From an optimization exercise on the open Yosys and OpenROAD flow, aimed at small area; shortcuts taken in it are not production practice. At most, simulation tests tie the RTL to the original design; equivalence was not proved. The clock port is modelled as an ideal driver; clocking choices that lean on that would not hold on a real chip. No activity file was given, so power comes from the tool's default toggle rates.

## north
==> flow/design.v <==
`timescale 1ns / 1ps
module uart_fifo(
    input clk,
    input reset,
    input uart_rx,
    output uart_tx,
    output [7:0] led
);
    function [3:0] db;
        input [3:0] q;
        db = {q[2:0], q[3] ^ q[2] ^ (q[2:0] == 3'd0)};
    endfunction
    reg ract;
    reg [3:0] ul, uh;
    reg sb;                  
    reg rrdy, fwr;
    wire rsmp = ract & (ul == 4'd8);
    wire rend = rsmp & (uh == 4'd0);
    always @(posedge clk or posedge reset) begin
        if (reset) begin
            ract <= 1'b0;
            rrdy <= 1'b0;
            fwr <= 1'b0;
        end else begin
            rrdy <= rend;
            fwr <= rrdy;
            if (!ract) ract <= ~uart_rx;
            else if (rend) ract <= 1'b0;
        end
    end
    always @(posedge clk) begin
        ul <= ract ? db(ul) : 4'd0;
        uh <= ract ? uh + {3'd0, ul == 4'd8} : 4'd7;
        if (rsmp) sb <= uart_rx;
    end
    reg cnt;
    reg [3:0] pw, pr;
    reg busy;                
    reg [3:0] tlo, th;       
    wire rd = cnt & ~busy;
    reg [7:0] ring [0:15];
    wire [7:0] tap = ring[15];
    wire wbit = ract & uh[3] & (pw == 4'd15);
    wire trot;
    wire [7:0] rin = (wbit | trot) ? {wbit ? sb : tap[0], tap[7:1]} : tap;
    integer i;
    always @(posedge clk) begin
        ring[0] <= rin;
        for (i = 1; i < 16; i = i + 1) ring[i] <= ring[i-1];
    end
    always @(posedge clk or posedge reset) begin
        if (reset) begin
            cnt <= 1'b0;
            pw <= 4'd0;
            pr <= 4'd0;
        end else begin
            cnt <= ~rd & (cnt | fwr);
            pw <= pw + 4'd1 + {3'd0, fwr};
            pr <= pr + 4'd1 + {3'd0, rd};
        end
    end
    reg [7:0] nxt;
    wire fwin = busy & ~th[3] & ~(th[1] & th[0]) & ~(th[1] & (tlo == 4'd8));
    wire fetch = fwin & (pr == 4'd15);
    wire cap = wbit & ~cnt & (pw == pr);
    always @(posedge clk) begin
        if (fetch | cap) nxt <= rin;
    end
    reg [7:0] dout;
    always @(posedge clk or posedge reset) begin
        if (reset) dout <= 8'd0;
        else if (rd) dout <= nxt;
    end
    reg flag;                
    reg pre;                 
    reg tx;
    always @(posedge clk or posedge reset) begin
        if (reset) busy <= 1'b0;
        else busy <= rd | (busy & ~((th == 4'd15) & (tlo == 4'd8)));
    end
    always @(posedge clk) begin
        tlo <= rd ? 4'd8 : db(tlo);
        th <= rd ? 4'd5 : th + {3'd0, tlo == 4'd8};
    end
    wire tslot = (pw == {3'd0, flag});
    assign trot = tslot & busy & ((th[3] & ~(th[2] & th[1] & th[0])) | (th == 4'd7));
    wire nb = tslot ? tap[0] : pre;
    always @(posedge clk) begin
        if (busy & ~th[3] & ~th[1]) flag <= 1'b0;
        else if (fwr) flag <= 1'b1;
        pre <= nb;
    end
    always @(posedge clk or posedge reset) begin
        if (reset) tx <= 1'b1;
        else if (busy & (tlo == 4'd8) & (th[3] | th[1]))
            tx <= (~th[3] & ~th[0]) ? 1'b0 : (th == 4'd15) ? 1'b1 : nb;
    end
    assign uart_tx = tx;
    assign led = dout;
endmodule
export LEC_CHECK = 0
export CAP_MARGIN = 20
export CORE_MARGIN = 2
export CORE_UTILIZATION = 60
export SLEW_MARGIN = 20
create_clock -name core_clock -period 10.0 [get_ports {clk}]
standard.sh (not shown) runs the stock make flow with config.mk's settings and CLKGATE_MAP_FILE= SYNTH_SCRIPT=/design/flow/synth_recipe.tcl, a recipe that flattens the netlist after the stock synthesis.
==> flow/flow/run.sh <==
#!/bin/bash
# Standard layout, except:
# - the clock tree is built by flow/clock_tree.tcl before CTS (a root buffer
#   and one clkbuf_16 per region of registers); CTS then skips its nets;
# - ports are buffered with buf_1;
# - after global routing, gates off the critical paths are downsized
#   (ORFS's power recovery, on all paths).
set -o pipefail
export PRE_CTS_TCL="$PWD/flow/clock_tree.tcl"
export BUFFER_PORTS_ARGS="-buffer_cell sky130_fd_sc_hd__buf_1"
export RECOVER_POWER=100
bash standard.sh > standard.log 2>&1
Other scripts of this flow, unchanged in this note and not shown: flow/flow/clock_tree.tcl
### north -> south
--- a/flow/design.v
+++ b/flow/design.v
@@ -7,14 +7,10 @@
     output [7:0] led
 );
-    function [3:0] db;
-        input [3:0] q;
-        db = {q[2:0], q[3] ^ q[2] ^ (q[2:0] == 3'd0)};
-    endfunction
     reg ract;
-    reg [3:0] ul, uh;
+    reg [7:0] u;
     reg sb;                  
     reg rrdy, fwr;
-    wire rsmp = ract & (ul == 4'd8);
-    wire rend = rsmp & (uh == 4'd0);
+    wire rsmp = ract & (u[3:0] == 4'd15);
+    wire rend = ract & (u == 8'h0f);
     always @(posedge clk or posedge reset) begin
         if (reset) begin
@@ -30,6 +26,5 @@
     end
     always @(posedge clk) begin
-        ul <= ract ? db(ul) : 4'd0;
-        uh <= ract ? uh + {3'd0, ul == 4'd8} : 4'd7;
+        u <= ract ? u + 8'd1 : 8'h70;
         if (rsmp) sb <= uart_rx;
     end
@@ -37,9 +32,9 @@
     reg [3:0] pw, pr;
     reg busy;                
-    reg [3:0] tlo, th;       
+    reg [7:0] tl;
     wire rd = cnt & ~busy;
     reg [7:0] ring [0:15];
     wire [7:0] tap = ring[15];
-    wire wbit = ract & uh[3] & (pw == 4'd15);
+    wire wbit = ract & u[7] & (pw == 4'd15);
     wire trot;
     wire [7:0] rin = (wbit | trot) ? {wbit ? sb : tap[0], tap[7:1]} : tap;
@@ -61,5 +56,5 @@
     end
     reg [7:0] nxt;
-    wire fwin = busy & ~th[3] & ~(th[1] & th[0]) & ~(th[1] & (tlo == 4'd8));
+    wire fwin = busy & ~tl[7] & ~(tl[5] & tl[4]) & ~(tl[5] & (tl[3:0] == 4'd15));
     wire fetch = fwin & (pr == 4'd15);
     wire cap = wbit & ~cnt & (pw == pr);
@@ -75,17 +70,15 @@
     reg pre;                 
     reg tx;
+    wire [8:0] tl1 = {1'b0, tl} + 9'd1;
     always @(posedge clk or posedge reset) begin
         if (reset) busy <= 1'b0;
-        else busy <= rd | (busy & ~((th == 4'd15) & (tlo == 4'd8)));
+        else busy <= rd | (busy & ~tl1[8]);
     end
-    always @(posedge clk) begin
-        tlo <= rd ? 4'd8 : db(tlo);
-        th <= rd ? 4'd5 : th + {3'd0, tlo == 4'd8};
-    end
+    always @(posedge clk) tl <= rd ? 8'h5f : tl1[7:0];
     wire tslot = (pw == {3'd0, flag});
-    assign trot = tslot & busy & ((th[3] & ~(th[2] & th[1] & th[0])) | (th == 4'd7));
+    assign trot = tslot & busy & ((tl[7] & ~(tl[6] & tl[5] & tl[4])) | (tl[7:4] == 4'd7));
     wire nb = tslot ? tap[0] : pre;
     always @(posedge clk) begin
-        if (busy & ~th[3] & ~th[1]) flag <= 1'b0;
+        if (busy & ~tl[7] & ~tl[5]) flag <= 1'b0;
         else if (fwr) flag <= 1'b1;
         pre <= nb;
@@ -93,6 +86,6 @@
     always @(posedge clk or posedge reset) begin
         if (reset) tx <= 1'b1;
-        else if (busy & (tlo == 4'd8) & (th[3] | th[1]))
-            tx <= (~th[3] & ~th[0]) ? 1'b0 : (th == 4'd15) ? 1'b1 : nb;
+        else if (busy & (tl[3:0] == 4'd15) & (tl[7] | tl[5]))
+            tx <= (~tl[7] & ~tl[4]) ? 1'b0 : (tl[7:4] == 4'd15) ? 1'b1 : nb;
     end
     assign uart_tx = tx;
Notes after the runs:
south closes out successfully: all stages finished, all timing, DRC and antenna checks passed. Fmax essentially unchanged between south and north. Summary of south over north: overall routed net length down 0.71%; first-pass GRT wire length saw a decrease; combinational fraction of design power picked up an extra 5.2 points. Taking south over north, the total chip power ratio works out to 1.11. Diff north -> south | number of nets in the layout | up slightly. south vs. north: met3 wire length picked up an extra 30%, inverter count of the layout excluding clock inverters lost 2, end-of-flow core utilization neither gained nor lost much, global-route usage over all layers lost 0.59 points.
No functional check of the RTL was part of north.

## port drivers added, routing unchanged
In the flow no input, the clock included, has a driving cell. The finished layouts below were timed again as built, in two steps.
Step 1: set_driving_cell puts a clkbuf_16 on clk and a buf_2 on each other input, an assumption about the parent block.
Step 2 times the ports against the registers' clock, not the clock port: input delays grow and output delays shrink by t, the midpoint of the rising clock arrivals with the driver on.
a / b / c = ideal ports / drivers / drivers and shift; a / b = the first two.
run	t, ns	slack for setup (ns)	worst setup path after step 2	worst register clock-pin slew, ns
north	0.477	6.848 / 6.824 / 7.301	register to output	0.12 / 0.12
south	0.488	6.849 / 6.823 / 7.311	register to output	0.12 / 0.12
After both steps every run listed still meets setup and hold.
